Background: an optimization exercise with open tools, aiming at small area. Do not read the settings as production practice. In this exercise RTL edits were held to simulation tests only and were not proved equivalent to the original. The clock port is modelled as an ideal driver; clocking choices that lean on that would not hold on a real chip. No activity file was given, so power comes from the tool's default toggle rates.

File: design/flow/config.mk
export PLATFORM = sky130hd
export DESIGN_NAME = lock_by_sequence_detector_pro
export DESIGN_NICKNAME = lock_by_sequence_detector_pro
export VERILOG_FILES = /design/flow/design.v
export SDC_FILE = /design/flow/constraint.sdc
export NUM_CORES = 4
export LEC_CHECK = 0
export CAP_MARGIN = 20
export CORE_MARGIN = 2
export CORE_UTILIZATION = 70
export CTS_BUF_LIST = sky130_fd_sc_hd__clkbuf_4
export SLEW_MARGIN = 20
export SYNTH_HIERARCHICAL = 1
File: design/flow/constraint.sdc
create_clock -name core_clock -period 10.0 [get_ports {clk}]
set_input_delay 2.0000 -clock core_clock [delete_from_list [all_inputs] [get_ports {clk}]]
set_output_delay 2.0000 -clock core_clock [all_outputs]
set_load 0.01 [all_outputs]
File: design/flow/design.v
`timescale 1ns/1ns
module lock_by_sequence_detector_pro(clk, rst, BTN, code_8bit, digit_seg, digit_cath, R_N5_T5, G_R3_T6);
input clk;
input rst;
input BTN;
input [7:0] code_8bit;
output [7:0] digit_seg;
output [1:0] digit_cath;
output [1:0] R_N5_T5;
output [1:0] G_R3_T6;
reg b1, b2;
always @(posedge clk or posedge rst)
	if (rst) begin b1 <= 1'b0; b2 <= 1'b0; end
	else begin b1 <= BTN; b2 <= b1; end
wire key_edge = b1 & ~b2;
localparam [17:0] DP = 18'h2aaaa;
reg [17:0] d;
wire dclr = rst | key_edge;
wire dm = (d[16:0] == DP[16:0]);
wire dev = dm & ~d[17];
always @(posedge clk)
	if (dclr) d <= DP;
	else d <= {~d[16:0], ~(d[17] ^ d[10]) ^ dm};
reg ks, pls;
always @(posedge clk or posedge rst)
	if (rst) begin ks <= 1'b0; pls <= 1'b0; end
	else begin
		if (dev) ks <= BTN;
		pls <= dev & BTN & ~ks;
	end
reg [1:0] cnt;
wire cnt3 = cnt[1] & ~cnt[0];
always @(posedge clk or posedge rst)
	if (rst) cnt <= 2'b00;
	else if (cnt3 | pls) cnt <= {cnt[0], ~cnt[1]};
wire cnt0 = ~cnt[1] & ~cnt[0];
wire cnt1 = ~cnt[1] & cnt[0];
wire byte_ok = cnt1 ? (code_8bit == 8'h00) : (code_8bit == 8'hff);
reg ok;
always @(posedge clk)
	if (pls) ok <= (ok | cnt0) & byte_ok;
reg pend;
always @(posedge clk)
	pend <= cnt3;
wire correct = pend & ok;
wire wrong = pend & ~ok;
reg [1:0] choose;
reg self_lock;
always @(posedge clk or posedge rst)
	if (rst) begin choose <= 2'b00; self_lock <= 1'b0; end
	else begin
		if (pend) choose <= ok ? 2'b00 : {choose[0], ~choose[1]};
		if (choose[1] & ~choose[0]) self_lock <= 1'b1;
	end
localparam [24:0] TGATE = 25'h0242205;
localparam [24:0] TOFF  = 25'h0202205;
localparam [24:0] TINV  = TGATE & ~25'd1;
localparam [24:0] TT    = 25'h06ae67d;
localparam [24:0] TB    = 25'h1ffffd7;
reg gon, ron;
reg [24:0] tg, tr;
wire g_end = ((tg & TB) == (TT & TB));
wire r_end = ((tr & TB) == (TT & TB));
always @(posedge clk or posedge rst)
	if (rst) begin gon <= 1'b0; ron <= 1'b0; end
	else begin
		gon <= gon ? ~g_end : correct;
		ron <= ron ? ~r_end : wrong;
	end
wire [24:0] tg_on = {tg[23:0], tg[24] ^ tg[21]} ^ TINV;
wire [24:0] tr_on = {tr[23:0], tr[24] ^ tr[21]} ^ TINV;
always @(posedge clk) begin
	tg <= gon ? tg_on : ((tg_on & ~TGATE) | TOFF);
	tr <= ron ? tr_on : ((tr_on & ~TGATE) | TOFF);
end
assign R_N5_T5 = {2{~(ron | self_lock)}};
assign G_R3_T6 = {2{self_lock | ~gon}};
localparam [10:0] QP = 11'h2aa;
localparam [10:0] QR = 11'h54a;
reg [10:0] q;
wire qm = (q[9:0] == QP[9:0]);
always @(posedge clk)
	if (rst) q <= QR;
	else q <= {~q[9:0], q[10] ^ q[8] ^ qm};
reg sel;
always @(posedge clk or posedge rst)
	if (rst) sel <= 1'b0;
	else if (q[10] & qm) sel <= ~sel;
assign digit_cath = {sel, ~sel};
wire [3:0] digit;
nibble_mux u_nibble_mux(.sel(sel), .code(code_8bit), .digit(digit));
wire [3:0] dn = ~digit;
wire [15:0] mt;
assign mt[0] = dn[3] & dn[2] & dn[1] & dn[0];
assign mt[1] = dn[3] & dn[2] & dn[1] & digit[0];
assign mt[2] = dn[3] & dn[2] & digit[1] & dn[0];
assign mt[3] = dn[3] & dn[2] & digit[1] & digit[0];
assign mt[4] = dn[3] & digit[2] & dn[1] & dn[0];
assign mt[5] = dn[3] & digit[2] & dn[1] & digit[0];
assign mt[6] = dn[3] & digit[2] & digit[1] & dn[0];
assign mt[7] = dn[3] & digit[2] & digit[1] & digit[0];
assign mt[8] = digit[3] & dn[2] & dn[1] & dn[0];
assign mt[9] = digit[3] & dn[2] & dn[1] & digit[0];
assign mt[10] = digit[3] & dn[2] & digit[1] & dn[0];
assign mt[11] = digit[3] & dn[2] & digit[1] & digit[0];
assign mt[12] = digit[3] & digit[2] & dn[1] & dn[0];
assign mt[13] = digit[3] & digit[2] & dn[1] & digit[0];
assign mt[14] = digit[3] & digit[2] & digit[1] & dn[0];
assign mt[15] = digit[3] & digit[2] & digit[1] & digit[0];
wire seg_a = mt[0] | mt[2] | mt[3] | mt[5] | mt[6] | mt[7] | mt[8] | mt[9] | mt[10] | mt[12] | mt[14] | mt[15];
wire seg_b = mt[0] | mt[1] | mt[2] | mt[3] | mt[4] | mt[7] | mt[8] | mt[9] | mt[10] | mt[13];
wire seg_c = mt[0] | mt[1] | mt[3] | mt[4] | mt[5] | mt[6] | mt[7] | mt[8] | mt[9] | mt[10] | mt[11] | mt[13];
wire seg_d = mt[0] | mt[2] | mt[3] | mt[5] | mt[6] | mt[8] | mt[9] | mt[11] | mt[12] | mt[13] | mt[14];
wire seg_e = mt[0] | mt[2] | mt[6] | mt[8] | mt[10] | mt[11] | mt[12] | mt[13] | mt[14] | mt[15];
wire seg_f = mt[0] | mt[4] | mt[5] | mt[6] | mt[8] | mt[9] | mt[10] | mt[11] | mt[12] | mt[14] | mt[15];
wire seg_g = mt[2] | mt[3] | mt[4] | mt[5] | mt[6] | mt[8] | mt[9] | mt[10] | mt[11] | mt[13] | mt[14] | mt[15];
assign digit_seg = {seg_a, seg_b, seg_c, seg_d, seg_e, seg_f, seg_g, 1'b0};
endmodule
module nibble_mux(sel, code, digit);
input sel;
input [7:0] code;
output [3:0] digit;
assign digit = sel ? code[7:4] : code[3:0];
endmodule
File: design/flow/flow/run.sh
#!/bin/bash
# The standard ORFS layout (the standard.sh), changed in three places:
# the port buffers use the smallest buffer, clock tree synthesis uses
# clkbuf_4 and inserts no dummy loads, and after it the clock buffers with
# a large fanout are upsized (flow/post_cts.tcl).
set -o pipefail
export BUFFER_PORTS_ARGS="-buffer_cell sky130_fd_sc_hd__buf_1"
export CTS_ARGS="-sink_clustering_enable -repair_clock_nets -buf_list sky130_fd_sc_hd__clkbuf_4 -dont_use_dummy_load"
export POST_CTS_TCL="$PWD/flow/post_cts.tcl"
bash standard.sh > standard.log 2>&1
File: design/flow/flow/post_cts.tcl
# After clock tree synthesis:
# 1. Logic cells that synthesis upsized for speed are set back to their
#    smallest drive strength (the design has several ns of slack); then
#    repair_design fixes any slew or capacitance limit this breaks.
# 2. A clkbuf_4 that drives many flip-flops gives them a slow clock edge, so
#    each clock buffer driving 12 or more pins is upsized to clkbuf_8.
# The placement is legalised again afterwards.
set db [ord::get_db]
set block [ord::get_db_block]
set downsized 0
foreach inst [$block getInsts] {
  set master [$inst getMaster]
  set mname [$master getName]
  if { [$master getType] ne "CORE" } { continue }
  if { ![regexp {^(sky130_fd_sc_hd__[a-z0-9]+)_([0-9]+)$} $mname -> base size] } { continue }
  if { [string match "*__df*" $base] || [string match "*__sdf*" $base] || [string match "*__edf*" $base] } { continue }
  if { [string match "*clkbuf*" $base] || [string match "*tap*" $base] || [string match "*conb*" $base] } { continue }
  set best ""
  set best_area [expr {[$master getWidth] * [$master getHeight]}]
  foreach s {0 1 2} {
    if { $s >= $size } { break }
    set cand [$db findMaster "${base}_$s"]
    if { $cand eq "NULL" || $cand eq "" } { continue }
    set a [expr {[$cand getWidth] * [$cand getHeight]}]
    if { $a < $best_area } { set best $cand; set best_area $a }
  }
  if { $best ne "" } {
    puts "post_cts: [$inst getName] $mname -> [$best getName]"
    $inst swapMaster $best
    incr downsized
  }
}
puts "post_cts: downsized $downsized logic cells"

set upsized 0
foreach inst [get_cells *] {
  if { [get_property $inst ref_name] ne "sky130_fd_sc_hd__clkbuf_4" } { continue }
  set name [get_full_name $inst]
  set net [get_nets -of_objects [get_pins $name/X]]
  set fanout [llength [get_pins -of_objects $net -filter "direction==input"]]
  if { $fanout >= 12 } {
    replace_cell $name sky130_fd_sc_hd__clkbuf_8
    incr upsized
    puts "post_cts: upsized $name (fanout $fanout)"
  }
}
puts "post_cts: upsized $upsized clock buffers"
estimate_parasitics -placement
repair_design -cap_margin 20 -slew_margin 20
detailed_placement
check_placement -verbose
File: design/flow/standard.sh
#!/bin/bash
# synth_recipe.tcl (not shown) runs the flow's synth.tcl, then flattens the netlist and writes it again
# the make line also repeats each setting of config.mk as NAME=value (left out here)
make -C /OpenROAD-flow-scripts/flow DESIGN_CONFIG=/design/flow/config.mk WORK_HOME=/design/flow/orfs CLKGATE_MAP_FILE= SYNTH_SCRIPT=/design/flow/synth_recipe.tcl "${@:-finish}"
==> results_dict.tcl <==
set metrics [dict create \
    p_switching_mw 0.112 \
    crit_required_ns 8.00 \
    crit_type "in -> out" \
    seqPwrFrac_pct 68.1 \
    critPathLaunchType "input pin" \
    drc 0 \
    ys_seq_area_share_pct 67.0 \
    rsz0062_at_grt "false" \
    antenna_cells 0 \
    worst_clock_skew_ns 0.0339 \
    maxSlewHeadroom_pct 58.4 \
    netlist_area_um2 2890 \
    critPathMaxFanout 11 \
    ios 25 \
    fin_setup_tns_ns 0 \
    ant_nets 0 \
    row_count 23 \
    drive_above_1_share_pct 6.30 \
    gr-total-overflow 0 \
    hold_class "reg -> reg" \
    max_freq_mhz 189 \
    grt_max_degree 18 \
    yosysWarnings 7 \
    coreArea_um2 3970 \
    yosys.area.top_type "dfxtp_1" \
    n_fill_cell 271 \
    fin_crit_sh_pct 52.8 \
    die_h_um 68.2 \
    slew_violations 0 \
    crit_path_top_delay_cell "mux2_2" \
    syn_nets 268 \
    powerDensity_nw_per_um2 184 \
    insertion_delay_ns 0.40 \
    crit_chain "buf_1 > mux2_2 > nand2b_1 > nor2_1 > a21oi_1 > mux2_2 > buf_1" \
    place.gp.congestion 0.695 \
    crit_cells 7 \
    critPathArrivalTime_ns 3.28 \
    antenna_found_initial 0 \
    pwr-share-clk_pct 28.1 \
    r2r_setup_slack_ns 8.09 \
    tightest_slew_ns 0.623 \
    reg2reg_depth 3 \
    dp_hpwl_um 2910 \
    cts_tree "built" \
    hold_path_depth 0 \
    leakage_nw 1.17 \
    vdd_drop_max_v 0.000129 \
    nets 283 \
    yosys_most_used_dff "dfxtp_1" \
    min_period_ns 5.28 \
    avgRoutedWirePerCell_um 13.0 \
    grt_pass1_wl_um 6440 \
    avgSynthCellArea_um2 11.2 \
    first_global_vias 1467 \
    critPathTopFamily "multiplexers" \
    start_util_pct 72.7 \
    io_buffers 23 \
    ys_ff_latch 93 \
    synth_area_leaders "dfxtp_1 (56%), dfrtp_1 (10%), nand2_1 (4.0%), nor2_1 (3.4%), buf_4 (2.9%)" \
    track_usage_pct 19.4 \
    worst-path-buf-inv 2 \
    synth_edf_count 1 \
    power_frac_comb_pct 3.8 \
    die_w_um 68.2 \
    routed_via_density 5.42 \
    hold_slack_ns 0.310 \
    clkTransAtPathRegs_ns 0.11 \
    netlist.area_leader.share_pct 55.5 \
    vias 1735 \
    drt_iter0_drc 20 \
    ys_async_sr_fraction_pct 12.9 \
    yosys.cell_types.count 37 \
    drv_cap 0 \
    finalHoldViolCount 0 \
    firstDrtPassIters 4 \
    yosysMostFrequentCell "dfxtp_1" \
    switching_share_pct 20.2 \
    syn_inst 257 \
    status "complete, no violations" \
    netlist_top_cells_count "dfxtp_1 (80), nand2_1 (31), nor2_1 (26)" \
    syn_to_final_growth_pct 4.08 \
    cp-end-kind "output port" \
    cpPeakStageDelay_ns 0.35 \
    p_int_mw 0.441 \
    wl_um 4170 \
    clock_sinks 93 \
    dieArea_um2 4650 \
    finalSetupViolCount 0 \
]
## flip-flops by register name (all words and copies together), names as in the netlist, 2 cells and up
register and cells:
choose 2, cnt 2, d 18, q 11
tg 25, tr 25
## placed cells by master (no fill, tap or decap), types with 2 or more instances in the layout
cell / Yosys / layout
dfxtp_1: 80 / 80
nand2_1: 31 / 31
nor2_1: 26 / 26
buf_1: 0 / 23
dfrtp_1: 12 / 12
a21oi_1: 8 / 8
nand4b_1: 7 / 7
inv_1: 7 / 7
nor2b_1: 6 / 6
o21ai_0: 6 / 6
xnor2_1: 5 / 5
nand4_1: 5 / 5
mux2_2: 5 / 5
clkbuf_4: 0 / 5
or4_1: 2 / 4
nand2b_1: 4 / 4
nor4_1: 4 / 4
clkbuf_8: 0 / 4
o31ai_1: 3 / 3
nor4b_1: 3 / 3
nor4bb_1: 2 / 2
o22ai_1: 2 / 2
mux2i_1: 2 / 2
a31oi_1: 2 / 2
a41oi_1: 2 / 2
## power by group through the flow
stage / Sequential, mW / Combinational [mW] / Clock [mW]
2_1_floorplan: 0.385 / 0.0193 / 0
5_1_grt: 0.377 / 0.0237 / 0.176
3_5_place_dp: 0.385 / 0.0217 / 0
3_3_place_gp: 0.385 / 0.0210 / 0
6_report: 0.377 / 0.0210 / 0.156
## area by class of cell
type | count | area, um2 | share of cell area, %
inverter | 7 | 26.3 | 0.875
multi-input combinational | 138 | 803 | 26.7
timing repair buffer | 23 | 86.3 | 2.88
clock buffer | 9 | 92.6 | 3.08
sequential | 93 | 1930 | 64.3
tap | 50 | 62.6 | 2.08
## metal layers
metal  up-vias  track usage [%]  routed length [um]
met5         -                0                   0
met4         0             8.25                  29
met3         2             8.39                 138
met2        26             28.2                1930
met1       821             25.2                2080
li1        886                -                   -
## cell families after synthesis
| family | synth area share [%] |
|---|---|
| mux | 3.17 |
| other cells | 0.130 |
| buf+inv | 4.81 |
| xor+xnor | 1.52 |
| flops | 67.0 |
| simple gates | 17.9 |
| compound gates | 5.51 |
## worst paths after layout
| kind | startpoint | endpoint |
|---|---|---|
| max | code_8bit[1] | digit_seg[6] |
| min | tg[15]$_DFF_P_ | tg[16]$_DFF_P_ |
| max reg2reg | d[10]$_SDFF_PP0_ | ks$_DFFE_PP0P_ |
| min reg2reg | tg[15]$_DFF_P_ | tg[16]$_DFF_P_ |
| max in group asynchronous | rst | ron$_DFF_PP0_ |
| min in group asynchronous | rst | cnt[0]$_DFFE_PP0P_ |
## Yosys stat by module, one instance, submodules excluded
module	cell area (um2)	flip-flops and latches	cells
nibble_mux	45.0	0	4
lock_by_sequence_detector_pro	2840	93	253
## worst register-to-register path: cells and delay by family, from the launching register on
| family | cells | cell delay (ns) |
|---|---|---|
| simple gates | 2 | 1.12 |
| flops | 1 | 0.34 |
| mux | 1 | 0.34 |
## metrics by stage
stage | std cells | setup slack (ns) | util (%) | total power, mW | cell area, um2
3_3_place_gp | 311 | 4.75 | 73.6 | 0.406 | 2920
2_1_floorplan | 257 | 4.84 | - | 0.404 | 2890
3_5_place_dp | 311 | 4.73 | 73.6 | 0.407 | 2920
5_1_grt | 320 | 4.59 | 75.6 | 0.577 | 3000
6_report | 320 | 4.72 | 75.6 | 0.554 | 3000

==> re-timing with driven ports <==
The results above use ideal ports. As a check the final layout listed here was re-extracted and re-timed, cells and wires unchanged. Step 1, drivers: a clkbuf_16 drives clk and a buf_2 each remaining input, both assumed. Step 2 adds t to the input delays and takes it off the output delays; t is the mean of the earliest and latest rising clock arrival at the registers after step 1. Input paths then give back, and output paths get back, about the clock's delay inside the block. a / b / c = no drivers / after step 1 / after step 2; a / b = the first two.
t (ns): 0.411
setup WS [ns]: 4.720 / 4.699 / 4.699
hold WS [ns]: 0.310 / 0.310 / 0.310
worst data-port slew with drivers (ns): 0.03
After both steps this run still meets setup and hold. For this run, drivers alone change the setup slack by -0.021 ns; drivers and shift together by -0.021 ns.
